This is an optimization exercise on Yosys and OpenROAD, whose aim is small area, not a production implementation.
Only simulation tests tie the RTL to the original design; equivalence was not proved.
No activity file was given, so power comes from the tool's default toggle rates.

### flow/flow/run.sh
#!/bin/bash
# Own flow: the standard ORFS layout (standard.sh) with these changes:
# - synthesis: ABC maps the logic with an area-only script
#   (flow/abc_area_own.script) and Yosys's adder extraction is off, so ABC sees
#   all of the logic. Flip-flops are mapped before ABC, exactly as in the
#   standard synthesis.
# - every port still gets its own buffer, but a sky130_fd_sc_hd__buf_1.
# - clock tree: clkbuf_4 buffers, sink clusters of up to 10 within 40 um,
#   no dummy loads.
set -euo pipefail
W=$PWD
{ cat "$W/flow/abc_proc.tcl"; cat "$W/synth_recipe.tcl"; } > "$W/own_synth.tcl"
export OWN_ABC_SCRIPT="$W/flow/abc_area_own.script"
bash "$W/standard.sh" SYNTH_SCRIPT="$W/own_synth.tcl" ADDER_MAP_FILE= \
  BUFFER_PORTS_ARGS="-buffer_cell sky130_fd_sc_hd__buf_1" \
  CTS_ARGS="-sink_clustering_enable -repair_clock_nets -dont_use_dummy_load -buf_list {sky130_fd_sc_hd__clkbuf_4} -sink_clustering_size 10 -sink_clustering_max_diameter 40" \
  finish > "$W/flow_make.log" 2>&1
### flow/flow/abc_area_own.script
strash
&get -n
&deepsyn -T 60
&put
dch
amap -m -F 3 -A 8
topo
stime -c
### flow/flow/abc_proc.tcl
# Use this flow's own ABC script for the combinational mapping; flip-flops are
# mapped before ABC runs and are left exactly as the standard synthesis makes them.
proc abc {args} {
  set i [lsearch -exact $args -script]
  if {$i >= 0} { lset args [expr {$i + 1}] $::env(OWN_ABC_SCRIPT) }
  yosys abc {*}$args
}
### flow/standard.sh
#!/bin/bash
# synth_recipe.tcl (not shown) runs the flow's synth.tcl, then flattens the netlist and writes it again
# the make line also repeats each setting of config.mk as NAME=value (left out here)
make -C /OpenROAD-flow-scripts/flow DESIGN_CONFIG=/design/flow/config.mk WORK_HOME=/design/flow/orfs CLKGATE_MAP_FILE= SYNTH_SCRIPT=/design/flow/synth_recipe.tcl "${@:-finish}"
### flow/config.mk
export PLATFORM = sky130hd
export DESIGN_NAME = IOTDF
export DESIGN_NICKNAME = IOTDF
export VERILOG_FILES = /design/flow/design.v
export SDC_FILE = /design/flow/constraint.sdc
export NUM_CORES = 4
export LEC_CHECK = 0
export ABC_AREA = 1
export CAP_MARGIN = 10
export CORE_MARGIN = 2
export CORE_UTILIZATION = 50
export GPL_TIMING_DRIVEN = 0
export SLEW_MARGIN = 10
### flow/constraint.sdc
create_clock -name core_clock -period 8.0 [get_ports {clk}]
set_input_delay 1.6000 -clock core_clock [delete_from_list [all_inputs] [get_ports {clk}]]
set_output_delay 1.6000 -clock core_clock [all_outputs]
set_load 0.01 [all_outputs]
### flow/design.v
`timescale 1ns/10ps
module IOTDF( clk, rst, in_en, iot_in, fn_sel, busy, valid, iot_out);
input          clk;
input          rst;
input          in_en;
input  [7:0]   iot_in;
input  [2:0]   fn_sel;
output         busy;
output         valid;
output [127:0] iot_out;
integer m;
reg [2:0] state;
reg [3:0] cnt;
reg       f1;
reg       valid_r;
assign busy  = 1'b0;
assign valid = valid_r;
wire des   = ~state[2] & ~(state[1] & state[0]);
wire enc   = state[0];
wire crcm  = state[1] & state[0];
wire sortm = state[2];
wire first = (cnt == 4'd0);
wire [3:0] cnt_n = cnt + 4'd1;
always @(posedge clk or posedge rst) begin
    if (rst) begin
        state   <= 3'd0;
        cnt     <= 4'd0;
        f1      <= 1'b0;
        valid_r <= 1'b0;
    end else begin
        if (state == 3'd0) state <= fn_sel;
        if (state != 3'd0) cnt <= cnt_n;
        if (cnt == 4'd15) f1 <= 1'b1;
        valid_r <= (cnt == 4'd15) & f1;
    end
end
reg [127:0] S;
wire [7:0] bin = (sortm & ~cnt[3]) ?
    {iot_in[6], iot_in[7], iot_in[4], iot_in[5], iot_in[2], iot_in[3], iot_in[0], iot_in[1]} : iot_in;
always @(posedge clk) S <= {bin, S[127:8]};
reg [31:0] nL, nR;
reg [27:0] nC, nD;
reg [7:0]  nPAR;
wire [31:0] L = ~nL, R = ~nR;
wire [27:0] C = ~nC, D = ~nD;
wire [7:0] PAR = ~nPAR;
wire [63:0] s_ip;
wire [55:0] s_pc1;
wire [7:0]  s_par;
IP   u_IPs (.i(S[63:0]),   .o(s_ip));
PC1  u_PC1s(.i(S[127:64]), .o(s_pc1));
PARX u_PARs(.i(S[127:64]), .o(s_par));
reg s1;
always @(posedge clk)
    s1 <= enc ? (cnt_n == 4'd1 || cnt_n == 4'd2 || cnt_n == 4'd9  || cnt_n == 4'd0)
              : (cnt_n == 4'd1 || cnt_n == 4'd8 || cnt_n == 4'd15 || cnt_n == 4'd0);
wire ky1 = enc & s1;
wire ky2 = enc & ~s1;
wire ky0 = ~enc;
wire [27:0] kC = ({28{ky1}} & {C[26:0], C[27]}) | ({28{ky2}} & {C[25:0], C[27:26]}) | ({28{ky0}} & C);
wire [27:0] kD = ({28{ky1}} & {D[26:0], D[27]}) | ({28{ky2}} & {D[25:0], D[27:26]}) | ({28{ky0}} & D);
wire [47:0] K;
PC2 u_PC2 (.i({kC, kD}), .o(K));
wire [31:0] f_out;
F u_F (.R(R), .K(K), .o(f_out));
wire [63:0] v_lo_raw;
wire [63:0] v_hi;
FP     u_FPv (.i({L, R}), .o(v_lo_raw));
PC1INV u_PIv (.i({C, D, PAR}), .o(v_hi));
wire [127:0] V;
genvar g;
generate for (g = 0; g < 32; g = g + 1) begin : g_vlo
    assign V[2*g]   = v_lo_raw[2*g+1];
    assign V[2*g+1] = v_lo_raw[2*g];
end endgenerate
assign V[127:64] = v_hi;
function gt8(input [7:0] a, input [7:0] b);
    integer j;
    reg r;
    begin
        r = 1'b0;
        for (j = 0; j < 8; j = j + 1) r = (a[j] & ~b[j]) | (~(a[j] ^ b[j]) & r);
        gt8 = r;
    end
endfunction
reg [15:0] selA, selB;
reg sw;
always @(*) begin
    for (m = 0; m < 8; m = m + 1) begin
        sw = gt8(V[16*m +: 8], V[16*m+8 +: 8]) && (cnt != ((2*m+2) % 16));
        selA[2*m+1]          = sortm & ~sw;
        selB[2*m+1]          = sortm & sw;
        selA[(2*m+2) % 16]   = sortm & sw;
        selB[(2*m+2) % 16]   = sortm & ~sw;
    end
end
wire [127:0] Vn;
generate for (g = 0; g < 16; g = g + 1) begin : g_vn
    assign Vn[8*g +: 8] = ({8{selA[g]}} & V[16*(((g+15)%16)/2) +: 8]) |
                          ({8{selB[g]}} & V[16*(((g+15)%16)/2)+8 +: 8]);
end endgenerate
wire [127:0] Vt;
generate for (g = 0; g < 32; g = g + 1) begin : g_vt
    assign Vt[2*g]   = Vn[2*g+1];
    assign Vt[2*g+1] = Vn[2*g];
end endgenerate
assign Vt[127:64] = Vn[127:64];
wire [63:0] t_ip;
wire [55:0] t_pc1;
wire [7:0]  t_par;
IP   u_IPt (.i(Vt[63:0]),   .o(t_ip));
PC1  u_PC1t(.i(Vt[127:64]), .o(t_pc1));
PARX u_PARt(.i(Vt[127:64]), .o(t_par));
wire el1 = des & enc & s1;
wire el2 = des & enc & ~s1;
wire dr1 = des & ~enc & s1;
wire dr2 = des & ~enc & ~s1;
wire [31:0] uL   = ({32{des}} & R) | t_ip[63:32];
wire [31:0] uR   = ({32{des}} & (L ^ f_out)) | t_ip[31:0];
wire [27:0] uC   = ({28{el1}} & {C[26:0], C[27]}) | ({28{el2}} & {C[25:0], C[27:26]}) |
                   ({28{dr1}} & {C[0], C[27:1]})  | ({28{dr2}} & {C[1:0], C[27:2]}) | t_pc1[55:28];
wire [27:0] uD   = ({28{el1}} & {D[26:0], D[27]}) | ({28{el2}} & {D[25:0], D[27:26]}) |
                   ({28{dr1}} & {D[0], D[27:1]})  | ({28{dr2}} & {D[1:0], D[27:2]}) | t_pc1[27:0];
wire [7:0]  uPAR = ({8{des}}  & PAR) | t_par;
always @(posedge clk) begin
    if (first) begin
        {nL, nR} <= ~s_ip;
        {nC, nD} <= ~s_pc1;
        nPAR     <= ~s_par;
    end else begin
        nL   <= ~uL;
        nR   <= ~uR;
        nC   <= ~uC;
        nD   <= ~uD;
        nPAR <= ~uPAR;
    end
end
function [2:0] mulx(input [2:0] a);
    mulx = {a[1:0], 1'b0} ^ (a[2] ? 3'b101 : 3'b000);
endfunction
function [2:0] crc_step(input [2:0] b0, input [7:0] d);
    integer j;
    reg [2:0] a, r;
    begin
        a = b0;
        for (j = 0; j < 6; j = j + 1) a = mulx(a);
        r = 3'd0;
        for (j = 7; j >= 0; j = j - 1) r = mulx(r) ^ {2'b00, d[j]};
        for (j = 0; j < 4; j = j + 1) r = mulx(r);
        crc_step = a ^ r;
    end
endfunction
reg [2:0] crc;
always @(posedge clk) crc <= crc_step(first ? 3'd0 : crc, S[7:0]);
wire [63:0] o_lo;
wire [63:0] o_hi;
FP     u_FPo (.i({uR, uL}), .o(o_lo));
PC1INV u_PIo (.i({uC, uD, uPAR}), .o(o_hi));
assign iot_out = {o_hi, o_lo[63:3], o_lo[2:0] | ({3{crcm}} & crc)};
endmodule
module PC1INV(
    input  [63:0] i,
    output [63:0] o
);
assign o = {i[56], i[48], i[40], i[8], i[12], i[20], i[28], i[7], i[57], i[49], i[41], i[9], i[13], i[21], i[29], i[6], i[58], i[50], i[42], i[10], i[14], i[22], i[30], i[5], i[59], i[51], i[43], i[11], i[15], i[23], i[31], i[4], i[60], i[52], i[44], i[36], i[16], i[24], i[32], i[3], i[61], i[53], i[45], i[37], i[17], i[25], i[33], i[2], i[62], i[54], i[46], i[38], i[18], i[26], i[34], i[1], i[63], i[55], i[47], i[39], i[19], i[27], i[35], i[0]};
endmodule
module PARX(
    input  [63:0] i,
    output [7:0] o
);
assign o = {i[56], i[48], i[40], i[32], i[24], i[16], i[8], i[0]};
endmodule
module F(
    input  [31:0] R,
    input  [47:0] K,
    output [31:0] o
);
wire [47:0] R_exp;
Expansion u_Expansion(.i(R), .o(R_exp));
wire [47:0] R_xor_K = R_exp ^ K;
wire [31:0] S_o;
S1 u_S1 (.i(R_xor_K[47:42]), .o(S_o[31:28]));
S2 u_S2 (.i(R_xor_K[41:36]), .o(S_o[27:24]));
S3 u_S3 (.i(R_xor_K[35:30]), .o(S_o[23:20]));
S4 u_S4 (.i(R_xor_K[29:24]), .o(S_o[19:16]));
S5 u_S5 (.i(R_xor_K[23:18]), .o(S_o[15:12]));
S6 u_S6 (.i(R_xor_K[17:12]), .o(S_o[11:8]));
S7 u_S7 (.i(R_xor_K[11:6]), .o(S_o[7:4]));
S8 u_S8 (.i(R_xor_K[5:0]), .o(S_o[3:0]));
P u_P (.i(S_o), .o(o));
endmodule
module PC1(
    input  [63:0] i,
    output [55:0] o
);
assign o = {
    i[7], i[15], i[23], i[31], i[39], i[47], i[55], i[63],
    i[6], i[14], i[22], i[30], i[38], i[46], i[54], i[62], 
    i[5], i[13], i[21], i[29], i[37], i[45], i[53], i[61],
    i[4], i[12], i[20], i[28],
    i[1], i[9], i[17], i[25], i[33], i[41], i[49], i[57],
    i[2], i[10], i[18], i[26], i[34], i[42], i[50], i[58],
    i[3], i[11], i[19], i[27], i[35], i[43], i[51], i[59],
    i[36], i[44], i[52], i[60]
};
endmodule
module PC2(
    input  [55:0] i,
    output [47:0] o
);
assign o = {
    i[42], i[39], i[45], i[32], i[55], i[51], i[53], i[28],
    i[41], i[50], i[35], i[46], i[33], i[37], i[44], i[52],
    i[30], i[48], i[40], i[49], i[29], i[36], i[43], i[54],
    i[15], i[4], i[25], i[19], i[9], i[1], i[26], i[16],
    i[5], i[11], i[23], i[8], i[12], i[7], i[17], i[0],
    i[22], i[3], i[10], i[14], i[6], i[20], i[27], i[24]
};
endmodule
module IP(
    input  [63:0] i,
    output [63:0] o
);
assign o = {
    i[6], i[14], i[22], i[30], i[38], i[46], i[54], i[62],
    i[4], i[12], i[20], i[28], i[36], i[44], i[52], i[60],
    i[2], i[10], i[18], i[26], i[34], i[42], i[50], i[58],
    i[0], i[8], i[16], i[24], i[32], i[40], i[48], i[56],
    i[7], i[15], i[23], i[31], i[39], i[47], i[55], i[63],
    i[5], i[13], i[21], i[29], i[37], i[45], i[53], i[61],
    i[3], i[11], i[19], i[27], i[35], i[43], i[51], i[59],
    i[1], i[9], i[17], i[25], i[33], i[41], i[49], i[57]
};
endmodule
module FP(
    input  [63:0] i,
    output [63:0] o
);
assign o = {
    i[24], i[56], i[16], i[48], i[8], i[40], i[0], i[32],
    i[25], i[57], i[17], i[49], i[9], i[41], i[1], i[33],
    i[26], i[58], i[18], i[50], i[10], i[42], i[2], i[34],
    i[27], i[59], i[19], i[51], i[11], i[43], i[3], i[35],
    i[28], i[60], i[20], i[52], i[12], i[44], i[4], i[36],
    i[29], i[61], i[21], i[53], i[13], i[45], i[5], i[37],
    i[30], i[62], i[22], i[54], i[14], i[46], i[6], i[38],
    i[31], i[63], i[23], i[55], i[15], i[47], i[7], i[39]
};
endmodule
module P(
    input  [31:0] i,
    output [31:0] o
);
assign o = {
    i[16], i[25], i[12], i[11], i[3], i[20], i[4], i[15],
    i[31], i[17], i[9], i[6], i[27], i[14], i[1], i[22],
    i[30], i[24], i[8], i[18], i[0], i[5], i[29], i[23],
    i[13], i[19], i[2], i[26], i[10], i[21], i[28], i[7]
};
endmodule
module Expansion(
    input  [31:0] i,
    output [47:0] o
);
assign o = {
    i[0], i[31], i[30], i[29], i[28], i[27],
    i[28], i[27], i[26], i[25], i[24], i[23],
    i[24], i[23], i[22], i[21], i[20], i[19],
    i[20], i[19], i[18], i[17], i[16], i[15],
    i[16], i[15], i[14], i[13], i[12], i[11],
    i[12], i[11], i[10], i[9], i[8], i[7],
    i[8], i[7], i[6], i[5], i[4], i[3],
    i[4], i[3], i[2], i[1], i[0], i[31]
};
endmodule
module CSL1(
    input [27:0] i,
    output [27:0] o
);
assign o = {i[26:0], i[27]};
endmodule
module CSL2(
    input [27:0] i,
    output [27:0] o
);
assign o = {i[25:0], i[27:26]};
endmodule
module S1(
    input [5:0] i,
    output [3:0] o
);
reg [3:0] o_r;
assign o = o_r;
always @(*) begin
    case(i)
        6'b000000: o_r = 4'd14;
        6'b000010: o_r = 4'd4;
        6'b000100: o_r = 4'd13;
        6'b000110: o_r = 4'd1;
        6'b001000: o_r = 4'd2;
        6'b001010: o_r = 4'd15;
        6'b001100: o_r = 4'd11;
        6'b001110: o_r = 4'd8;
        6'b010000: o_r = 4'd3;
        6'b010010: o_r = 4'd10;
        6'b010100: o_r = 4'd6;
        6'b010110: o_r = 4'd12;
        6'b011000: o_r = 4'd5;
        6'b011010: o_r = 4'd9;
        6'b011100: o_r = 4'd0;
        6'b011110: o_r = 4'd7;
        6'b000001: o_r = 4'd0;
        6'b000011: o_r = 4'd15;
        6'b000101: o_r = 4'd7;
        6'b000111: o_r = 4'd4;
        6'b001001: o_r = 4'd14;
        6'b001011: o_r = 4'd2;
        6'b001101: o_r = 4'd13;
        6'b001111: o_r = 4'd1;
        6'b010001: o_r = 4'd10;
        6'b010011: o_r = 4'd6;
        6'b010101: o_r = 4'd12;
        6'b010111: o_r = 4'd11;
        6'b011001: o_r = 4'd9;
        6'b011011: o_r = 4'd5;
        6'b011101: o_r = 4'd3;
        6'b011111: o_r = 4'd8;
        6'b100000: o_r = 4'd4;
        6'b100010: o_r = 4'd1;
        6'b100100: o_r = 4'd14;
        6'b100110: o_r = 4'd8;
        6'b101000: o_r = 4'd13;
        6'b101010: o_r = 4'd6;
        6'b101100: o_r = 4'd2;
        6'b101110: o_r = 4'd11;
        6'b110000: o_r = 4'd15;
        6'b110010: o_r = 4'd12;
        6'b110100: o_r = 4'd9;
        6'b110110: o_r = 4'd7;
        6'b111000: o_r = 4'd3;
        6'b111010: o_r = 4'd10;
        6'b111100: o_r = 4'd5;
        6'b111110: o_r = 4'd0;
        6'b100001: o_r = 4'd15;
        6'b100011: o_r = 4'd12;
        6'b100101: o_r = 4'd8;
        6'b100111: o_r = 4'd2;
        6'b101001: o_r = 4'd4;
        6'b101011: o_r = 4'd9;
        6'b101101: o_r = 4'd1;
        6'b101111: o_r = 4'd7;
        6'b110001: o_r = 4'd5;
        6'b110011: o_r = 4'd11;
        6'b110101: o_r = 4'd3;
        6'b110111: o_r = 4'd14;
        6'b111001: o_r = 4'd10;
        6'b111011: o_r = 4'd0;
        6'b111101: o_r = 4'd6;
        6'b111111: o_r = 4'd13;
    endcase
end
endmodule
module S2(
    input [5:0] i,
    output [3:0] o
);
reg [3:0] o_r;
assign o = o_r;
always @(*) begin
    case(i)
        6'b000000: o_r = 4'd15;
        6'b000010: o_r = 4'd1;
        6'b000100: o_r = 4'd8;
        6'b000110: o_r = 4'd14;
        6'b001000: o_r = 4'd6;
        6'b001010: o_r = 4'd11;
        6'b001100: o_r = 4'd3;
        6'b001110: o_r = 4'd4;
        6'b010000: o_r = 4'd9;
        6'b010010: o_r = 4'd7;
        6'b010100: o_r = 4'd2;
        6'b010110: o_r = 4'd13;
        6'b011000: o_r = 4'd12;
        6'b011010: o_r = 4'd0;
        6'b011100: o_r = 4'd5;
        6'b011110: o_r = 4'd10;
        6'b000001: o_r = 4'd3;
        6'b000011: o_r = 4'd13;
        6'b000101: o_r = 4'd4;
        6'b000111: o_r = 4'd7;
        6'b001001: o_r = 4'd15;
        6'b001011: o_r = 4'd2;
        6'b001101: o_r = 4'd8;
        6'b001111: o_r = 4'd14;
        6'b010001: o_r = 4'd12;
        6'b010011: o_r = 4'd0;
        6'b010101: o_r = 4'd1;
        6'b010111: o_r = 4'd10;
        6'b011001: o_r = 4'd6;
        6'b011011: o_r = 4'd9;
        6'b011101: o_r = 4'd11;
        6'b011111: o_r = 4'd5;
        6'b100000: o_r = 4'd0;
        6'b100010: o_r = 4'd14;
        6'b100100: o_r = 4'd7;
        6'b100110: o_r = 4'd11;
        6'b101000: o_r = 4'd10;
        6'b101010: o_r = 4'd4;
        6'b101100: o_r = 4'd13;
        6'b101110: o_r = 4'd1;
        6'b110000: o_r = 4'd5;
        6'b110010: o_r = 4'd8;
        6'b110100: o_r = 4'd12;
        6'b110110: o_r = 4'd6;
        6'b111000: o_r = 4'd9;
        6'b111010: o_r = 4'd3;
        6'b111100: o_r = 4'd2;
        6'b111110: o_r = 4'd15;
        6'b100001: o_r = 4'd13;
        6'b100011: o_r = 4'd8;
        6'b100101: o_r = 4'd10;
        6'b100111: o_r = 4'd1;
        6'b101001: o_r = 4'd3;
        6'b101011: o_r = 4'd15;
        6'b101101: o_r = 4'd4;
        6'b101111: o_r = 4'd2;
        6'b110001: o_r = 4'd11;
        6'b110011: o_r = 4'd6;
        6'b110101: o_r = 4'd7;
        6'b110111: o_r = 4'd12;
        6'b111001: o_r = 4'd0;
        6'b111011: o_r = 4'd5;
        6'b111101: o_r = 4'd14;
        6'b111111: o_r = 4'd9;
    endcase
end
endmodule
module S3(
    input [5:0] i,
    output [3:0] o
);
reg [3:0] o_r;
assign o = o_r;
always @(*) begin
    case(i)
        6'b000000: o_r = 4'd10;
        6'b000010: o_r = 4'd0;
        6'b000100: o_r = 4'd9;
        6'b000110: o_r = 4'd14;
        6'b001000: o_r = 4'd6;
        6'b001010: o_r = 4'd3;
        6'b001100: o_r = 4'd15;
        6'b001110: o_r = 4'd5;
        6'b010000: o_r = 4'd1;
        6'b010010: o_r = 4'd13;
        6'b010100: o_r = 4'd12;
        6'b010110: o_r = 4'd7;
        6'b011000: o_r = 4'd11;
        6'b011010: o_r = 4'd4;
        6'b011100: o_r = 4'd2;
        6'b011110: o_r = 4'd8;
        6'b000001: o_r = 4'd13;
        6'b000011: o_r = 4'd7;
        6'b000101: o_r = 4'd0;
        6'b000111: o_r = 4'd9;
        6'b001001: o_r = 4'd3;
        6'b001011: o_r = 4'd4;
        6'b001101: o_r = 4'd6;
        6'b001111: o_r = 4'd10;
        6'b010001: o_r = 4'd2;
        6'b010011: o_r = 4'd8;
        6'b010101: o_r = 4'd5;
        6'b010111: o_r = 4'd14;
        6'b011001: o_r = 4'd12;
        6'b011011: o_r = 4'd11;
        6'b011101: o_r = 4'd15;
        6'b011111: o_r = 4'd1;
        6'b100000: o_r = 4'd13;
        6'b100010: o_r = 4'd6;
        6'b100100: o_r = 4'd4;
        6'b100110: o_r = 4'd9;
        6'b101000: o_r = 4'd8;
        6'b101010: o_r = 4'd15;
        6'b101100: o_r = 4'd3;
        6'b101110: o_r = 4'd0;
        6'b110000: o_r = 4'd11;
        6'b110010: o_r = 4'd1;
        6'b110100: o_r = 4'd2;
        6'b110110: o_r = 4'd12;
        6'b111000: o_r = 4'd5;
        6'b111010: o_r = 4'd10;
        6'b111100: o_r = 4'd14;
        6'b111110: o_r = 4'd7;
        6'b100001: o_r = 4'd1;
        6'b100011: o_r = 4'd10;
        6'b100101: o_r = 4'd13;
        6'b100111: o_r = 4'd0;
        6'b101001: o_r = 4'd6;
        6'b101011: o_r = 4'd9;
        6'b101101: o_r = 4'd8;
        6'b101111: o_r = 4'd7;
        6'b110001: o_r = 4'd4;
        6'b110011: o_r = 4'd15;
        6'b110101: o_r = 4'd14;
        6'b110111: o_r = 4'd3;
        6'b111001: o_r = 4'd11;
        6'b111011: o_r = 4'd5;
        6'b111101: o_r = 4'd2;
        6'b111111: o_r = 4'd12;
    endcase
end
endmodule
module S4(
    input [5:0] i,
    output [3:0] o
);
reg [3:0] o_r;
assign o = o_r;
always @(*) begin
    case(i)
        6'b000000: o_r = 4'd7;
        6'b000010: o_r = 4'd13;
        6'b000100: o_r = 4'd14;
        6'b000110: o_r = 4'd3;
        6'b001000: o_r = 4'd0;
        6'b001010: o_r = 4'd6;
        6'b001100: o_r = 4'd9;
        6'b001110: o_r = 4'd10;
        6'b010000: o_r = 4'd1;
        6'b010010: o_r = 4'd2;
        6'b010100: o_r = 4'd8;
        6'b010110: o_r = 4'd5;
        6'b011000: o_r = 4'd11;
        6'b011010: o_r = 4'd12;
        6'b011100: o_r = 4'd4;
        6'b011110: o_r = 4'd15;
        6'b000001: o_r = 4'd13;
        6'b000011: o_r = 4'd8;
        6'b000101: o_r = 4'd11;
        6'b000111: o_r = 4'd5;
        6'b001001: o_r = 4'd6;
        6'b001011: o_r = 4'd15;
        6'b001101: o_r = 4'd0;
        6'b001111: o_r = 4'd3;
        6'b010001: o_r = 4'd4;
        6'b010011: o_r = 4'd7;
        6'b010101: o_r = 4'd2;
        6'b010111: o_r = 4'd12;
        6'b011001: o_r = 4'd1;
        6'b011011: o_r = 4'd10;
        6'b011101: o_r = 4'd14;
        6'b011111: o_r = 4'd9;
        6'b100000: o_r = 4'd10;
        6'b100010: o_r = 4'd6;
        6'b100100: o_r = 4'd9;
        6'b100110: o_r = 4'd0;
        6'b101000: o_r = 4'd12;
        6'b101010: o_r = 4'd11;
        6'b101100: o_r = 4'd7;
        6'b101110: o_r = 4'd13;
        6'b110000: o_r = 4'd15;
        6'b110010: o_r = 4'd1;
        6'b110100: o_r = 4'd3;
        6'b110110: o_r = 4'd14;
        6'b111000: o_r = 4'd5;
        6'b111010: o_r = 4'd2;
        6'b111100: o_r = 4'd8;
        6'b111110: o_r = 4'd4;
        6'b100001: o_r = 4'd3;
        6'b100011: o_r = 4'd15;
        6'b100101: o_r = 4'd0;
        6'b100111: o_r = 4'd6;
        6'b101001: o_r = 4'd10;
        6'b101011: o_r = 4'd1;
        6'b101101: o_r = 4'd13;
        6'b101111: o_r = 4'd8;
        6'b110001: o_r = 4'd9;
        6'b110011: o_r = 4'd4;
        6'b110101: o_r = 4'd5;
        6'b110111: o_r = 4'd11;
        6'b111001: o_r = 4'd12;
        6'b111011: o_r = 4'd7;
        6'b111101: o_r = 4'd2;
        6'b111111: o_r = 4'd14;
    endcase
end
endmodule
module S5(
    input [5:0] i,
    output [3:0] o
);
reg [3:0] o_r;
assign o = o_r;
always @(*) begin
    case(i)
        6'b000000: o_r = 4'd2;
        6'b000010: o_r = 4'd12;
        6'b000100: o_r = 4'd4;
        6'b000110: o_r = 4'd1;
        6'b001000: o_r = 4'd7;
        6'b001010: o_r = 4'd10;
        6'b001100: o_r = 4'd11;
        6'b001110: o_r = 4'd6;
        6'b010000: o_r = 4'd8;
        6'b010010: o_r = 4'd5;
        6'b010100: o_r = 4'd3;
        6'b010110: o_r = 4'd15;
        6'b011000: o_r = 4'd13;
        6'b011010: o_r = 4'd0;
        6'b011100: o_r = 4'd14;
        6'b011110: o_r = 4'd9;
        6'b000001: o_r = 4'd14;
        6'b000011: o_r = 4'd11;
        6'b000101: o_r = 4'd2;
        6'b000111: o_r = 4'd12;
        6'b001001: o_r = 4'd4;
        6'b001011: o_r = 4'd7;
        6'b001101: o_r = 4'd13;
        6'b001111: o_r = 4'd1;
        6'b010001: o_r = 4'd5;
        6'b010011: o_r = 4'd0;
        6'b010101: o_r = 4'd15;
        6'b010111: o_r = 4'd10;
        6'b011001: o_r = 4'd3;
        6'b011011: o_r = 4'd9;
        6'b011101: o_r = 4'd8;
        6'b011111: o_r = 4'd6;
        6'b100000: o_r = 4'd4;
        6'b100010: o_r = 4'd2;
        6'b100100: o_r = 4'd1;
        6'b100110: o_r = 4'd11;
        6'b101000: o_r = 4'd10;
        6'b101010: o_r = 4'd13;
        6'b101100: o_r = 4'd7;
        6'b101110: o_r = 4'd8;
        6'b110000: o_r = 4'd15;
        6'b110010: o_r = 4'd9;
        6'b110100: o_r = 4'd12;
        6'b110110: o_r = 4'd5;
        6'b111000: o_r = 4'd6;
        6'b111010: o_r = 4'd3;
        6'b111100: o_r = 4'd0;
        6'b111110: o_r = 4'd14;
        6'b100001: o_r = 4'd11;
        6'b100011: o_r = 4'd8;
        6'b100101: o_r = 4'd12;
        6'b100111: o_r = 4'd7;
        6'b101001: o_r = 4'd1;
        6'b101011: o_r = 4'd14;
        6'b101101: o_r = 4'd2;
        6'b101111: o_r = 4'd13;
        6'b110001: o_r = 4'd6;
        6'b110011: o_r = 4'd15;
        6'b110101: o_r = 4'd0;
        6'b110111: o_r = 4'd9;
        6'b111001: o_r = 4'd10;
        6'b111011: o_r = 4'd4;
        6'b111101: o_r = 4'd5;
        6'b111111: o_r = 4'd3;
    endcase
end
endmodule
module S6(
    input [5:0] i,
    output [3:0] o
);
reg [3:0] o_r;
assign o = o_r;
always @(*) begin
    case(i)
        6'b000000: o_r = 4'd12;
        6'b000010: o_r = 4'd1;
        6'b000100: o_r = 4'd10;
        6'b000110: o_r = 4'd15;
        6'b001000: o_r = 4'd9;
        6'b001010: o_r = 4'd2;
        6'b001100: o_r = 4'd6;
        6'b001110: o_r = 4'd8;
        6'b010000: o_r = 4'd0;
        6'b010010: o_r = 4'd13;
        6'b010100: o_r = 4'd3;
        6'b010110: o_r = 4'd4;
        6'b011000: o_r = 4'd14;
        6'b011010: o_r = 4'd7;
        6'b011100: o_r = 4'd5;
        6'b011110: o_r = 4'd11;
        6'b000001: o_r = 4'd10;
        6'b000011: o_r = 4'd15;
        6'b000101: o_r = 4'd4;
        6'b000111: o_r = 4'd2;
        6'b001001: o_r = 4'd7;
        6'b001011: o_r = 4'd12;
        6'b001101: o_r = 4'd9;
        6'b001111: o_r = 4'd5;
        6'b010001: o_r = 4'd6;
        6'b010011: o_r = 4'd1;
        6'b010101: o_r = 4'd13;
        6'b010111: o_r = 4'd14;
        6'b011001: o_r = 4'd0;
        6'b011011: o_r = 4'd11;
        6'b011101: o_r = 4'd3;
        6'b011111: o_r = 4'd8;
        6'b100000: o_r = 4'd9;
        6'b100010: o_r = 4'd14;
        6'b100100: o_r = 4'd15;
        6'b100110: o_r = 4'd5;
        6'b101000: o_r = 4'd2;
        6'b101010: o_r = 4'd8;
        6'b101100: o_r = 4'd12;
        6'b101110: o_r = 4'd3;
        6'b110000: o_r = 4'd7;
        6'b110010: o_r = 4'd0;
        6'b110100: o_r = 4'd4;
        6'b110110: o_r = 4'd10;
        6'b111000: o_r = 4'd1;
        6'b111010: o_r = 4'd13;
        6'b111100: o_r = 4'd11;
        6'b111110: o_r = 4'd6;
        6'b100001: o_r = 4'd4;
        6'b100011: o_r = 4'd3;
        6'b100101: o_r = 4'd2;
        6'b100111: o_r = 4'd12;
        6'b101001: o_r = 4'd9;
        6'b101011: o_r = 4'd5;
        6'b101101: o_r = 4'd15;
        6'b101111: o_r = 4'd10;
        6'b110001: o_r = 4'd11;
        6'b110011: o_r = 4'd14;
        6'b110101: o_r = 4'd1;
        6'b110111: o_r = 4'd7;
        6'b111001: o_r = 4'd6;
        6'b111011: o_r = 4'd0;
        6'b111101: o_r = 4'd8;
        6'b111111: o_r = 4'd13;
    endcase
end
endmodule
module S7(
    input [5:0] i,
    output [3:0] o
);
reg [3:0] o_r;
assign o = o_r;
always @(*) begin
    case(i)
        6'b000000: o_r = 4'd4;
        6'b000010: o_r = 4'd11;
        6'b000100: o_r = 4'd2;
        6'b000110: o_r = 4'd14;
        6'b001000: o_r = 4'd15;
        6'b001010: o_r = 4'd0;
        6'b001100: o_r = 4'd8;
        6'b001110: o_r = 4'd13;
        6'b010000: o_r = 4'd3;
        6'b010010: o_r = 4'd12;
        6'b010100: o_r = 4'd9;
        6'b010110: o_r = 4'd7;
        6'b011000: o_r = 4'd5;
        6'b011010: o_r = 4'd10;
        6'b011100: o_r = 4'd6;
        6'b011110: o_r = 4'd1;
        6'b000001: o_r = 4'd13;
        6'b000011: o_r = 4'd0;
        6'b000101: o_r = 4'd11;
        6'b000111: o_r = 4'd7;
        6'b001001: o_r = 4'd4;
        6'b001011: o_r = 4'd9;
        6'b001101: o_r = 4'd1;
        6'b001111: o_r = 4'd10;
        6'b010001: o_r = 4'd14;
        6'b010011: o_r = 4'd3;
        6'b010101: o_r = 4'd5;
        6'b010111: o_r = 4'd12;
        6'b011001: o_r = 4'd2;
        6'b011011: o_r = 4'd15;
        6'b011101: o_r = 4'd8;
        6'b011111: o_r = 4'd6;
        6'b100000: o_r = 4'd1;
        6'b100010: o_r = 4'd4;
        6'b100100: o_r = 4'd11;
        6'b100110: o_r = 4'd13;
        6'b101000: o_r = 4'd12;
        6'b101010: o_r = 4'd3;
        6'b101100: o_r = 4'd7;
        6'b101110: o_r = 4'd14;
        6'b110000: o_r = 4'd10;
        6'b110010: o_r = 4'd15;
        6'b110100: o_r = 4'd6;
        6'b110110: o_r = 4'd8;
        6'b111000: o_r = 4'd0;
        6'b111010: o_r = 4'd5;
        6'b111100: o_r = 4'd9;
        6'b111110: o_r = 4'd2;
        6'b100001: o_r = 4'd6;
        6'b100011: o_r = 4'd11;
        6'b100101: o_r = 4'd13;
        6'b100111: o_r = 4'd8;
        6'b101001: o_r = 4'd1;
        6'b101011: o_r = 4'd4;
        6'b101101: o_r = 4'd10;
        6'b101111: o_r = 4'd7;
        6'b110001: o_r = 4'd9;
        6'b110011: o_r = 4'd5;
        6'b110101: o_r = 4'd0;
        6'b110111: o_r = 4'd15;
        6'b111001: o_r = 4'd14;
        6'b111011: o_r = 4'd2;
        6'b111101: o_r = 4'd3;
        6'b111111: o_r = 4'd12;
    endcase
end
endmodule
module S8(
    input [5:0] i,
    output [3:0] o
);
reg [3:0] o_r;
assign o = o_r;
always @(*) begin
    case(i)
        6'b000000: o_r = 4'd13;
        6'b000010: o_r = 4'd2;
        6'b000100: o_r = 4'd8;
        6'b000110: o_r = 4'd4;
        6'b001000: o_r = 4'd6;
        6'b001010: o_r = 4'd15;
        6'b001100: o_r = 4'd11;
        6'b001110: o_r = 4'd1;
        6'b010000: o_r = 4'd10;
        6'b010010: o_r = 4'd9;
        6'b010100: o_r = 4'd3;
        6'b010110: o_r = 4'd14;
        6'b011000: o_r = 4'd5;
        6'b011010: o_r = 4'd0;
        6'b011100: o_r = 4'd12;
        6'b011110: o_r = 4'd7;
        6'b000001: o_r = 4'd1;
        6'b000011: o_r = 4'd15;
        6'b000101: o_r = 4'd13;
        6'b000111: o_r = 4'd8;
        6'b001001: o_r = 4'd10;
        6'b001011: o_r = 4'd3;
        6'b001101: o_r = 4'd7;
        6'b001111: o_r = 4'd4;
        6'b010001: o_r = 4'd12;
        6'b010011: o_r = 4'd5;
        6'b010101: o_r = 4'd6;
        6'b010111: o_r = 4'd11;
        6'b011001: o_r = 4'd0;
        6'b011011: o_r = 4'd14;
        6'b011101: o_r = 4'd9;
        6'b011111: o_r = 4'd2;
        6'b100000: o_r = 4'd7;
        6'b100010: o_r = 4'd11;
        6'b100100: o_r = 4'd4;
        6'b100110: o_r = 4'd1;
        6'b101000: o_r = 4'd9;
        6'b101010: o_r = 4'd12;
        6'b101100: o_r = 4'd14;
        6'b101110: o_r = 4'd2;
        6'b110000: o_r = 4'd0;
        6'b110010: o_r = 4'd6;
        6'b110100: o_r = 4'd10;
        6'b110110: o_r = 4'd13;
        6'b111000: o_r = 4'd15;
        6'b111010: o_r = 4'd3;
        6'b111100: o_r = 4'd5;
        6'b111110: o_r = 4'd8;
        6'b100001: o_r = 4'd2;
        6'b100011: o_r = 4'd1;
        6'b100101: o_r = 4'd14;
        6'b100111: o_r = 4'd7;
        6'b101001: o_r = 4'd4;
        6'b101011: o_r = 4'd10;
        6'b101101: o_r = 4'd8;
        6'b101111: o_r = 4'd13;
        6'b110001: o_r = 4'd15;
        6'b110011: o_r = 4'd12;
        6'b110101: o_r = 4'd9;
        6'b110111: o_r = 4'd0;
        6'b111001: o_r = 4'd3;
        6'b111011: o_r = 4'd5;
        6'b111101: o_r = 4'd6;
        6'b111111: o_r = 4'd11;
    endcase
end
endmodule
==> reports/metrics.yaml, run 1 <==
outcome:
  status: "no timing/DRC/antenna violations"
job:
  max-cap-violations: 0
synthesis:
  synthesis.area_mm2: 0.0136
  synth-seq-area-share_pct: 40.1
  avgSynthCellArea_um2: 7.58
  ys_types: 39
  yosysWarnings: 9
  synthCells: 1789
  syn-num-nets: 1803
  ys_ff_latch: 269
cts:
  clock_latency_ns: 0.67
  clk_pin_slew_ns: 0.11
  cts_buffer_depth: 3
  numCtsBuffers: 39
  cts_root_buf: "clkbuf_4"
  clock-sinks: 269
  cts_tree: "built"
  cts_htree_levels: 2
pwr:
  p_leak_nw: 5.27
  p_per_area_mw_per_mm2: 198
  power_w: 0.00299
  ir_drop_mv: 0.144
drt:
  vias: 15822
  drt_iter0_drc: 2415
  dr.pass1.iters: 13
  drtAntennaViolNets: 0
  wl_per_cell_um: 23.5
  route.detailed.drc: 0
  drt-total-wl_mm: 54.5
  via_per_inst: 6.81
critical_path:
  critPathRequiredTime_ns: 6.40
  start_kind: "flip-flop"
  crit_type: "flip-flop to output port"
  cp_max_fo: 32
  endpoint: "iot_out[2]"
  worst_path_max_delay_cell: "a222oi_1"
  startpoint: "state[0]"
  r2r-start: "state[0]"
  max_stage_delay_ns: 0.79
  endpoint_kind: "output port"
  cp.arrival_ns: 6.11
  r2r_setup_slack_ns: 2.45
  cpMostUsedCell: "o21ai_0"
  reg2regPathDepth: 16
  reg2reg_to: "nR[31]"
  crit_chain: "clkinv_2 -> a21oi_1 -> o21ai_0 -> nor2_1 -> nor2_1 -> o21ai_0 -> clkinv_1 -> nor2_1 -> or3_1 -> o21ai_0 -> a21oi_1 -> a21oi_1 -> o21ai_0 -> a21oi_1 -> a222oi_1 -> o21ai_0 -> buf_1"
placed_design:
  gp_congestion: 0.993
  postPlaceCellArea_mm2: 0.0148
  detailed_place_hpwl_mm: 41.5
  io_buffers: 141
die:
  start_util_pct: 50.6
  core_mm2: 0.0268
  rows: 60
  die_h_um: 169
  num_io_pins: 144
  die_area_mm2: 0.0284
  die_w_um: 169
timing:
  fmax_mhz: 130
  hold_violations: 0
  tns_ns: 0
  rsz0062_at_grt: "no"
  worst_pin_slew_ns: 1.23
  slew_headroom_pct: 17.5
  skew_ns: 0.0659
  setup_violations: 0
  slew_violations: 0
  finalCritPeriodShare_pct: 96.4
  timing.final.crit_period_ns: 7.71
global_route:
  grt_pass1_wl_mm: 81.3
  antenna_found_initial: 1
  grt_overflow_total: 0
  grt_usage_pct: 36.7
  grt_pass1_vias: 14219
  grt_start_max_net_pins: 70
cells_and_area:
  final_nets: 1998
  drive_above_1_share_pct: 3.23
  syn2layout_area_growth_pct: 11.3
  stdcell_area_mm2: 0.0151
min_path:
  hold_path_class: "flip-flop to flip-flop"
## where the power goes
part | leakage, nW | switching, W | internal (W)
Clock | 0.179 | 0.000447 | 0.000225
Sequential | 2.30 | 0.0000723 | 0.00142
Combinational | 2.79 | 0.000568 | 0.000258
Total | 5.27 | 0.00109 | 0.00190
## final cells by class
| cell class | instances | area (µm²) |
|---|---|---|
| Sequential cell | 269 | 5430 |
| Inverter | 248 | 937 |
| Antenna cell | 2 | 5.00 |
| Multi-Input combinational cell | 1271 | 7220 |
| Timing Repair Buffer | 154 | 763 |
| Tap cell | 341 | 427 |
| Buffer | 1 | 7.51 |
| Clock buffer | 39 | 293 |
| Fill cell | 2622 | 11700 |
## synth_stat cells
| cell type | count | share of area [%] |
|---|---|---|
| dfxtp_1 | 260 | 38 |
| o21ai_0 | 252 | 9.3 |
| clkinv_1 | 248 | 6.9 |
| nor2_1 | 238 | 6.6 |
| o22ai_1 | 185 | 8.5 |
| a21oi_1 | 144 | 5.3 |
| nand2_1 | 120 | 3.3 |
| o221ai_1 | 73 | 4.7 |
| a222oi_1 | 57 | 4.2 |
| a22oi_1 | 46 | 2.5 |
| nor3_1 | 30 | 1.1 |
| o22a_1 | 21 | 1.4 |
| o21a_1 | 11 | 0.61 |
| a211oi_1 | 10 | 0.55 |
| o32ai_1 | 10 | 0.65 |
| dfrtp_1 | 9 | 1.7 |
| o211ai_1 | 9 | 0.50 |
| a221oi_1 | 8 | 0.52 |
| a31oi_1 | 7 | 0.32 |
| nand3_1 | 6 | 0.22 |
| o31ai_1 | 6 | 0.33 |
| o311ai_0 | 5 | 0.32 |
| or2_0 | 5 | 0.23 |
| o221a_1 | 4 | 0.33 |
| a211o_1 | 3 | 0.19 |
| nor2b_1 | 3 | 0.14 |
| o2111ai_1 | 3 | 0.19 |
| o31a_1 | 3 | 0.19 |
| a2111oi_0 | 2 | 0.13 |
| xor2_1 | 2 | 0.13 |
| a21boi_0 | 1 | 0.055 |
| a21o_1 | 1 | 0.055 |
| a311oi_1 | 1 | 0.065 |
| and3_1 | 1 | 0.046 |
| buf_4 | 1 | 0.055 |
| conb_1 | 1 | 0.028 |
| o21bai_1 | 1 | 0.055 |
| or3_1 | 1 | 0.046 |
| xnor2_1 | 1 | 0.065 |
## critical path, delay by kind of cell, from the launching register on
family	cells	cell delay, ns
flip-flops	1	0.68
buffers and inverters	3	0.86
AO/OA/AOI/OAI	10	2.92
AND/OR/NAND/NOR	4	0.92
## per-stage QoR
| stage | hold WS, ns | setup WS [ns] | instances | utilization, % |
|---|---|---|---|---|
| final | 0.313 | 0.287 | 2325 | 56.3 |
| after floorplan | 0.331 | 0.459 | 1789 | - |
| after global placement | 0.333 | -4.05 | 2271 | 54.2 |
| after global routing | 0.311 | 0.0287 | 2325 | 56.3 |
| after CTS | 0.316 | 0.133 | 2323 | 56.2 |
| after detailed placement | 0.336 | -0.0778 | 2284 | 55.1 |
## flip-flops by register name (all words and copies together), names as in the netlist, 4 cells and up
name  flops
S       128
nR       32
nL       32
nPAR      8
nC       28
cnt       4
nD       28
## layer usage
layer,wire (µm),GRT usage (%)
met1,21800,48.9
met3,6240,7.36
met4,2970,17.4
met5,0,0
met2,23600,57.3
## worst min path at each step
stage                start     end  slack [ns]  cells after the start
CTS                  S[29]   S[21]        0.32                      0
global route         S[28]   S[20]        0.31                      0
finish               S[51]   S[43]        0.31                      0
global placement     S[99]   S[91]        0.33                      0
floorplan           S[110]  S[102]        0.33                      0
detailed placement   S[99]   S[91]        0.34                      0
## what timing repair did
item	in CTS	in global routing
hold buffers	0	0
setup endpoints to repair	11	5
buffers inserted	0	0
gates resized for setup	3	4
## cell families after synthesis
logic type,count (synthesis),synth area share (%)
other cells,1,0.0277
xor+xnor,3,0.194
buf+inv,249,6.92
flops,269,40.1
simple gates,404,11.7
compound gates,863,41.1
## placed cells by master, fill, tap and decap left out, drive strengths merged, types with 10 or more instances in the layout
master	instances
a211oi	10
a21oi	144
a222oi	57
a22oi	46
buf	155
clkbuf	39
clkinv	248
dfxtp	260
nand2	120
nor2	238
nor3	30
o21a	11
o21ai	252
o221ai	73
o22a	21
o22ai	185
o32ai	10
==> run 2: changes to the inputs <==
--- a/flow/flow/run.sh
+++ b/flow/flow/run.sh
@@ -14,4 +14,4 @@
 bash "$W/standard.sh" SYNTH_SCRIPT="$W/own_synth.tcl" ADDER_MAP_FILE= \
   BUFFER_PORTS_ARGS="-buffer_cell sky130_fd_sc_hd__buf_1" \
-  CTS_ARGS="-sink_clustering_enable -repair_clock_nets -dont_use_dummy_load -buf_list {sky130_fd_sc_hd__clkbuf_4} -sink_clustering_size 10 -sink_clustering_max_diameter 40" \
+  CTS_ARGS="-sink_clustering_enable -repair_clock_nets -dont_use_dummy_load -buf_list {sky130_fd_sc_hd__clkbuf_2 sky130_fd_sc_hd__clkbuf_4} -sink_clustering_size 8 -sink_clustering_max_diameter 35" \
   finish > "$W/flow_make.log" 2>&1
==> flow/flow/abc_area_own.script (replaced) <==
strash
&get -n
&deepsyn -T 60
&put
dch -f
amap -m -F 4 -A 12 -C 1000
topo
stime -c
--- a/flow/config.mk
+++ b/flow/config.mk
@@ -7,7 +7,6 @@
 export LEC_CHECK = 0
 export ABC_AREA = 1
-export CAP_MARGIN = 10
+export CAP_MARGIN = 20
 export CORE_MARGIN = 2
 export CORE_UTILIZATION = 50
-export GPL_TIMING_DRIVEN = 0
-export SLEW_MARGIN = 10
+export SLEW_MARGIN = 20
==> reports/metrics.yaml, run 2 <==
min_path:
  hold_path_class: "flip-flop to flip-flop"  # unchanged
  hold_path.startpoint: "S[36]"  # was S[51]
cells_and_area:
  stdcell_area_mm2: 0.0151  # about the same
  max_flop_register: "S"  # unchanged
  final_nets: 2008  # was 1998
  layout_common_cells: "dfxtp_1, o21ai_0, clkinv_1, nor2_1, o22ai_1"  # was dfxtp_1, clkinv_1, o21ai_0, nor2_1, o22ai_1
  drive_above_1_share_pct: 4.22  # was 3.23%
  syn2layout_area_growth_pct: 11.6  # was 11.3%
  reg.largest.list: "S (128), nL (32), nR (32)"  # unchanged
  layout_commonest_cell: "dfxtp_1"  # unchanged
  largest_register_ffs: 128  # unchanged
global_route:
  grt_usage_pct: 36.7  # about the same
  grt_overflow_total: 0  # unchanged
  grt_start_max_net_pins: 93  # was 70
  antenna_found_initial: 1  # unchanged
  grt_pass1_wl_mm: 81.9  # was 81.3 mm
  grt_pass1_vias: 14223  # was 14219
synthesis:
  synth_edf_count: 0  # unchanged
  synth_top_area_share_pct: 38.5  # was 38.4%
  yosysWarnings: 9  # unchanged
  yosysTopAreaCell: "dfxtp_1"  # unchanged
  avgSynthCellArea_um2: 7.63  # was 7.58 µm²
  yosysMostFrequentCell: "dfxtp_1"  # unchanged
  synthCells: 1774  # was 1789
  yosys-top-cells-area: "dfxtp_1, o21ai_0, o22ai_1"  # unchanged
  ys_ff_latch: 269  # unchanged
  synthFlopType: "dfxtp_1"  # unchanged
  ys_types: 41  # was 39
  synth-seq-area-share_pct: 40.1  # about the same
  syn-num-nets: 1788  # was 1803
  synthesis.area_mm2: 0.0135  # was 0.0136 mm²
  synthArstFlopShare_pct: 3.35  # unchanged
  yosys-top-cells-count: "dfxtp_1, o21ai_0, clkinv_1, nor2_1, o22ai_1"  # unchanged
cts:
  clock_latency_ns: 0.71  # was 0.67 ns
  clk_pin_slew_ns: 0.09  # was 0.11 ns
  cts_buffer_depth: 3  # unchanged
  numCtsBuffers: 47  # was 39
  cts_tree: "built"  # unchanged
  cts_resized: 0  # was 3
  cts_htree_levels: 2  # unchanged
  post_cts_buffers: 0  # unchanged
  clock-sinks: 269  # unchanged
  postCtsHoldBufs: 0  # unchanged
  cts_root_buf: "clkbuf_4"  # unchanged
drt:
  via_per_inst: 6.69  # was 6.81
  drtAntennaViolNets: 0  # unchanged
  drt-total-wl_mm: 53.7  # was 54.5 mm
  vias: 15632  # was 15822
  route.detailed.drc: 0  # unchanged
  drt_iter0_drc: 2434  # was 2415
  wl_per_cell_um: 23.0  # was 23.5 µm
  dr.pass1.iters: 13  # unchanged
die:
  die_w_um: 169  # about the same
  die_h_um: 169  # about the same
  rows: 60  # unchanged
  num_io_pins: 144  # unchanged
  start_util_pct: 50.6  # about the same
  die_area_mm2: 0.0284  # about the same
  core_mm2: 0.0267  # was 0.0268 mm²
critical_path:
  startpoint: "state[0]"  # unchanged
  r2r_setup_slack_ns: 2.97  # was 2.45 ns
  cp_max_fo: 39  # was 32
  cp.arrival_ns: 5.60  # was 6.11 ns
  r2r-start: "state[0]"  # unchanged
  critPathRequiredTime_ns: 6.40  # about the same
  crit_type: "flip-flop to output port"  # unchanged
  endpoint_kind: "output port"  # unchanged
  start_kind: "flip-flop"  # unchanged
timing:
  fmax_mhz: 139  # was 130 MHz
  hold_violations: 0  # unchanged
  setup_violations: 0  # unchanged
  tns_ns: 0  # unchanged
  slew_headroom_pct: 21.5  # was 17.5%
  timing.final.crit_period_ns: 7.20  # was 7.71 ns
  worst_pin_slew_ns: 1.18  # was 1.23 ns
  slew_violations: 0  # unchanged
  rsz0062_at_grt: "no"  # unchanged
  finalCritPeriodShare_pct: 90.0  # was 96.4%
  skew_ns: 0.0902  # was 0.0659 ns
pwr:
  p_leak_nw: 5.31  # was 5.27 nW
  ir_drop_mv: 0.159  # was 0.144 mV
  p_per_area_mw_per_mm2: 202  # was 198 mW/mm²
  power_w: 0.00305  # was 0.00299 W
placed_design:
  gp_congestion: 0.999  # was 0.993
  detailed_place_hpwl_mm: 40.6  # was 41.5 mm
  postPlaceCellArea_mm2: 0.0147  # was 0.0148 mm²
  io_buffers: 141  # unchanged
outcome:
  status: "no timing/DRC/antenna violations"  # unchanged
job:
  max-cap-violations: 0  # unchanged
run 2: cell count changes after synthesis, sizes merged, moves of 5 or more:
cell | before | now
a21oi | 144 | 154
o22a | 21 | 34
a221oi | 8 | 2
a22oi | 46 | 38
o211ai | 9 | 17
o221ai | 73 | 84
nor2b | 3 | 8
a222oi | 57 | 52
o22ai | 185 | 178
clkinv | 248 | 242
nor3 | 30 | 24
nor2 | 238 | 226
nand2 | 120 | 107
run 2: worst max-delay path, cell delays in order, from the launching register on:
cell and delay [ns]:
dfrtp_1 0.50, nand2_1 0.15, buf_4 0.29, o22ai_1 0.25, a21oi_1 0.14, o21ai_0 0.68
clkinv_1 0.35, nor2_1 0.26, a21oi_1 0.10, or2_0 0.30, o31ai_1 0.14, o221ai_1 0.22
nor2b_1 0.24, o21ai_0 0.17, o221ai_1 0.13, o311a_1 0.14, a31o_1 0.25, a21oi_1 0.15
o21ai_0 0.09, o221ai_1 0.11, buf_1 0.19
run 2: through the flow:
stage	setup WS, ns	util, %	cells	hold WS [ns]
6_report	0.803	56.5	2335	0.313
4_1_cts	0.911	56.5	2333	0.317
3_3_place_gp	1.70	55.1	2286	0.333
2_1_floorplan	0.402	-	1774	0.332
3_5_place_dp	1.71	55.1	2286	0.336
5_1_grt	0.358	56.5	2335	0.322
run 2: cell type report:
type | count | area [µm²]
fill | 2602 | 11600
multi-input combinational | 1262 | 7210
sequential | 269 | 5430
inverter | 242 | 911
timing repair buffer | 172 | 762
tap | 341 | 427
clock buffer | 47 | 353
antenna | 2 | 5.00
run 2: path summary, 6_finish.rpt:
| check | to | cells past startpoint |
|---|---|---|
| min in group asynchronous | f1 | 2 |
| hold / removal | S[28] | 0 |
| setup / recovery | iot_out[10] | 20 |
| hold reg to reg | S[28] | 0 |
| max in group asynchronous | valid_r | 2 |
| setup reg to reg | nR[14] | 20 |
run 2: per-layer routing:
metal,part of all wire [%],global-route usage (%),vias up,wire length (µm)
li1,-,-,7252,-
met5,0,0,-,0
met2,44,56.7,1034,23400
met1,40,49.8,7161,21700
met4,5.0,17.3,0,2670
met3,11,6.94,185,5950
run 2: cells by family after synthesis:
kind of cell,Yosys count,synth area share (%)
other,1,0.0277
xor gates and xnor gates,3,0.194
AOI/OAI and AO/OA,878,41.8
and+or+nand+nor,380,11.1
DFF,269,40.1
buffers and inverters,243,6.77
run 2: power breakdown:
part	switching, W	internal, W
sequential	0.0000732	0.00142
clock	0.000454	0.000268
combinational	0.000562	0.000273
==> run 3: changes to the inputs <==
--- a/flow/design.v
+++ b/flow/design.v
@@ -52,12 +52,10 @@
 PARX u_PARs(.i(S[127:64]), .o(s_par));
 reg s1;
+wire [27:0] uC, uD;
 always @(posedge clk)
     s1 <= enc ? (cnt_n == 4'd1 || cnt_n == 4'd2 || cnt_n == 4'd9  || cnt_n == 4'd0)
               : (cnt_n == 4'd1 || cnt_n == 4'd8 || cnt_n == 4'd15 || cnt_n == 4'd0);
-wire ky1 = enc & s1;
-wire ky2 = enc & ~s1;
-wire ky0 = ~enc;
-wire [27:0] kC = ({28{ky1}} & {C[26:0], C[27]}) | ({28{ky2}} & {C[25:0], C[27:26]}) | ({28{ky0}} & C);
-wire [27:0] kD = ({28{ky1}} & {D[26:0], D[27]}) | ({28{ky2}} & {D[25:0], D[27:26]}) | ({28{ky0}} & D);
+wire [27:0] kC = enc ? uC : C;
+wire [27:0] kD = enc ? uD : D;
 wire [47:0] K;
 PC2 u_PC2 (.i({kC, kD}), .o(K));
@@ -118,7 +116,7 @@
 wire [31:0] uL   = ({32{des}} & R) | t_ip[63:32];
 wire [31:0] uR   = ({32{des}} & (L ^ f_out)) | t_ip[31:0];
-wire [27:0] uC   = ({28{el1}} & {C[26:0], C[27]}) | ({28{el2}} & {C[25:0], C[27:26]}) |
+assign uC = ({28{el1}} & {C[26:0], C[27]}) | ({28{el2}} & {C[25:0], C[27:26]}) |
                    ({28{dr1}} & {C[0], C[27:1]})  | ({28{dr2}} & {C[1:0], C[27:2]}) | t_pc1[55:28];
-wire [27:0] uD   = ({28{el1}} & {D[26:0], D[27]}) | ({28{el2}} & {D[25:0], D[27:26]}) |
+assign uD = ({28{el1}} & {D[26:0], D[27]}) | ({28{el2}} & {D[25:0], D[27:26]}) |
                    ({28{dr1}} & {D[0], D[27:1]})  | ({28{dr2}} & {D[1:0], D[27:2]}) | t_pc1[27:0];
 wire [7:0]  uPAR = ({8{des}}  & PAR) | t_par;
--- a/flow/flow/run.sh
+++ b/flow/flow/run.sh
@@ -14,4 +14,4 @@
 bash "$W/standard.sh" SYNTH_SCRIPT="$W/own_synth.tcl" ADDER_MAP_FILE= \
   BUFFER_PORTS_ARGS="-buffer_cell sky130_fd_sc_hd__buf_1" \
-  CTS_ARGS="-sink_clustering_enable -repair_clock_nets -dont_use_dummy_load -buf_list {sky130_fd_sc_hd__clkbuf_2 sky130_fd_sc_hd__clkbuf_4} -sink_clustering_size 8 -sink_clustering_max_diameter 35" \
+  CTS_ARGS="-sink_clustering_enable -repair_clock_nets -dont_use_dummy_load -buf_list {sky130_fd_sc_hd__clkbuf_4} -sink_clustering_size 10 -sink_clustering_max_diameter 40" \
   finish > "$W/flow_make.log" 2>&1
==> reports/metrics.yaml, run 3 <==
timing:
  slew_violations: 0  # unchanged
  rsz0062_at_grt: "yes"  # was no
  timing.final.crit_period_ns: 7.80  # was 7.20 ns
  finalCritPeriodShare_pct: 97.5  # was 90.0%
  worst_pin_slew_ns: 1.18  # about the same
  setup_violations: 0  # unchanged
  tns_ns: 0  # unchanged
  skew_ns: 0.115  # was 0.0902 ns
  fmax_mhz: 128  # was 139 MHz
  slew_headroom_pct: 20.2  # was 21.5%
  hold_violations: 0  # unchanged
synthesis:
  synthCells: 1725  # was 1774
  synthArstFlopShare_pct: 3.35  # unchanged
  yosys-top-cells-count: "dfxtp_1, nor2_1, clkinv_1, o21ai_0, o22ai_1"  # was dfxtp_1, o21ai_0, clkinv_1, nor2_1, o22ai_1
  ys_types: 46  # was 41
  synthFlopType: "dfxtp_1"  # unchanged
  synthesis.area_mm2: 0.0134  # was 0.0135 mm²
  synth_edf_count: 0  # unchanged
  avgSynthCellArea_um2: 7.78  # was 7.63 µm²
  yosysTopAreaCell: "dfxtp_1"  # unchanged
  synth-seq-area-share_pct: 40.5  # was 40.1%
  yosysMostFrequentCell: "dfxtp_1"  # unchanged
  yosysWarnings: 9  # unchanged
  synth_top_area_share_pct: 38.8  # was 38.5%
  ys_ff_latch: 269  # unchanged
  yosys-top-cells-area: "dfxtp_1, o22ai_1, o21ai_0"  # was dfxtp_1, o21ai_0, o22ai_1
  syn-num-nets: 1739  # was 1788
die:
  core_mm2: 0.0262  # was 0.0267 mm²
  num_io_pins: 144  # unchanged
  die_w_um: 168  # was 169 µm
  rows: 59  # was 60
  die_area_mm2: 0.0282  # was 0.0284 mm²
  die_h_um: 168  # was 169 µm
  start_util_pct: 51.2  # was 50.6%
cells_and_area:
  drive_above_1_share_pct: 10.8  # was 4.22%
  max_flop_register: "S"  # unchanged
  final_nets: 2000  # was 2008
  n_fill_cell: 2499  # was 2602
  multi_input_area_mm2: 0.00751  # was 0.00721 mm²
  final_core_util_pct: 59.9  # was 56.5%
  layout_commonest_cell: "dfxtp_1"  # unchanged
  final_cells: 2320  # was 2335
  stdcell_area_mm2: 0.0157  # was 0.0151 mm²
  regArea_mm2: 0.00543  # about the same
  largest_register_ffs: 128  # unchanged
  syn2layout_area_growth_pct: 17.1  # was 11.6%
  layout_common_cells: "dfxtp_1, nor2_1, clkinv_1, o22ai_1, o21ai_0"  # was dfxtp_1, o21ai_0, clkinv_1, nor2_1, o22ai_1
  reg.largest.list: "S (128), nL (32), nR (32)"  # unchanged
cts:
  clk_pin_slew_ns: 0.10  # was 0.09 ns
  postCtsHoldBufs: 0  # unchanged
  cts_tree: "built"  # unchanged
  clock_latency_ns: 0.69  # was 0.71 ns
  cts_htree_levels: 2  # unchanged
  cts_buffer_depth: 3  # unchanged
  cts_root_buf: "clkbuf_4"  # unchanged
  clock-sinks: 269  # unchanged
  numCtsBuffers: 41  # was 47
pwr:
  power_w: 0.00340  # was 0.00305 W
  ir_drop_mv: 0.181  # was 0.159 mV
  p_leak_nw: 5.56  # was 5.31 nW
  p_per_area_mw_per_mm2: 216  # was 202 mW/mm²
global_route:
  grt_pass1_vias: 14134  # was 14223
  grt_overflow_total: 0  # unchanged
  antenna_found_initial: 1  # unchanged
  grt_start_max_net_pins: 104  # was 93
  grt_pass1_wl_mm: 82.2  # was 81.9 mm
  grt_usage_pct: 37.2  # was 36.7%
critical_path:
  critPathRequiredTime_ns: 6.40  # about the same
  reg2reg_to: "nR[8]"  # was nR[14]
  cp_max_fo: 9  # was 39
  r2r_setup_slack_ns: 2.33  # was 2.97 ns
  endpoint_kind: "output port"  # unchanged
  cp.arrival_ns: 6.20  # was 5.60 ns
  startpoint: "nD[17]"  # was state[0]
  crit_type: "flip-flop to output port"  # unchanged
  r2r-start: "nD[17]"  # was state[0]
  reg2regPathDepth: 27  # was 20
  start_kind: "flip-flop"  # unchanged
min_path:
  hold_path_depth: 0  # unchanged
  hold_path.startpoint: "S[80]"  # was S[36]
  worstHoldEndpoint: "S[72]"  # was S[28]
  hold_path_class: "flip-flop to flip-flop"  # unchanged
placed_design:
  detailed_place_hpwl_mm: 40.8  # was 40.6 mm
  postPlaceCellArea_mm2: 0.0150  # was 0.0147 mm²
  place_inst: 2270  # was 2286
  gp_congestion: 1.03  # was 0.999
  io_buffers: 141  # unchanged
drt:
  via_per_inst: 6.83  # was 6.69
  vias: 15841  # was 15632
  route.detailed.drc: 0  # unchanged
  wl_per_cell_um: 23.6  # was 23.0 µm
  drtAntennaViolNets: 0  # unchanged
  drt-total-wl_mm: 54.7  # was 53.7 mm
  dr.pass1.iters: 9  # was 13
  drt_iter0_drc: 2606  # was 2434
job:
  max-cap-violations: 0  # unchanged
outcome:
  status: "no timing/DRC/antenna violations"  # unchanged
[run 3: cell types whose count changed in the layout (fill, tap and decap cells not counted), sizes merged, moves of 22 or more]
| cell | change |
|---|---|
| a21oi | -59 |
| o21ai | -46 |
| buf | +47 |
| o22a | -22 |
| o22ai | +24 |
| o221ai | +22 |
[run 3: routing by layer]
| metal | track usage, % | wire length [µm] | up-vias |
|---|---|---|---|
| li1 | - | - | 7219 |
| met1 | 50.1 | 21500 | 7324 |
| met2 | 57.0 | 23700 | 1094 |
| met3 | 7.99 | 6600 | 204 |
| met4 | 18.0 | 2930 | 0 |
| met5 | 0 | 0 | - |
[run 3: worst max-delay path, cell delays in order, from the launching register on]
cell	delay, ns
dfxtp_1	0.41
inv_2	0.09
o221ai_1	0.22
o21ai_1	0.11
o21ai_0	0.09
o21ai_0	0.15
a21oi_1	0.16
o22ai_1	0.14
o21ai_0	0.10
o221ai_1	0.15
o21ai_0	0.16
a31oi_2	0.10
nor2_2	0.26
nor2_1	0.11
buf_4	0.18
o221ai_1	0.35
o22ai_1	0.19
o21ai_2	0.41
clkinv_1	0.35
or3_1	0.48
o221ai_2	0.12
o32ai_1	0.12
o21a_1	0.16
o32ai_1	0.31
nand2_1	0.10
o211ai_1	0.09
o221ai_1	0.22
buf_1	0.19
[run 3: worst max path at each step]
| stage | endpoint | slack, ns | cells after the start |
|---|---|---|---|
| finish | iot_out[58] | 0.20 | 27 |
| detailed placement | iot_out[14] | 0.38 | 33 |
| global placement | iot_out[6] | 0.44 | 30 |
| floorplan | iot_out[14] | 0.26 | 24 |
| global route | iot_out[16] | -0.09 | 34 |
| CTS | iot_out[6] | 0.007 | 30 |
[run 3: stage by stage]
step,setup slack (ns),hold slack [ns]
final,0.197,0.286
after CTS,0.00723,0.292
after detailed placement,0.379,0.336
after global routing,-0.0939,0.287
after global placement,0.444,0.334
after floorplan,0.265,0.331
[run 3: final cells by class]
class | count | share of cell area (%)
Antenna cell | 1 | 0.0159
Clock buffer | 41 | 1.96
Inverter | 233 | 5.65
Multi-Input combinational cell | 1222 | 47.8
Sequential cell | 269 | 34.6
Tap cell | 335 | 2.67
Timing Repair Buffer | 219 | 7.28
[run 3: power by group]
part / total [W] / internal [W] / switching [W]
registers: 0.00149 / 0.00142 / 0.0000687
logic: 0.00123 / 0.000421 / 0.000808
clock network: 0.000684 / 0.000235 / 0.000449
total: 0.00340 / 0.00207 / 0.00133
[run 3: what timing repair did]
action / CTS / global route
endpoints found under the setup margin: 17 / 32
setup buffers: 0 / 8
pin swaps: 0 / 9
hold endpoints to repair: 0 / 0
gates resized for setup: 18 / 106
[run 3: logic make-up after synthesis]
kind of cell / after synthesis / share of synthesized area [%]
AO/OA/AOI/OAI: 818 / 40.8
AND/OR/NAND/NOR: 397 / 11.7
flip-flops: 269 / 40.5
buffers and inverters: 234 / 6.58
XOR/XNOR: 6 / 0.392
other: 1 / 0.0280

[separate check: timing with driven ports]
In the flow no input, the clock included, has a driving cell. The finished layouts below were timed again as built, in two steps. Step 1 (the two cells are an assumption about what drives the block):
set clk [get_ports {clk}]
set_driving_cell -lib_cell sky130_fd_sc_hd__clkbuf_16 $clk
set_driving_cell -lib_cell sky130_fd_sc_hd__buf_2 [delete_from_list [all_inputs] $clk]
Step 2, shift: input delay + t, output delay - t, t = (earliest + latest rising clock arrival at the registers) / 2. This alone moves slack from input paths to output paths. a / b / c = ideal ports / drivers / drivers and shift; a / b = the first two.
run	t, ns	slack for setup (ns)	slew at the worst register clock pin (ns)
run 1	0.686	0.287 / 0.238 / 0.925	0.11 / 0.11
run 2	0.713	0.803 / 0.753 / 1.465	0.09 / 0.09
run 3	0.679	0.197 / 0.149 / 0.828	0.11 / 0.11
After both steps every run listed still meets setup and hold.
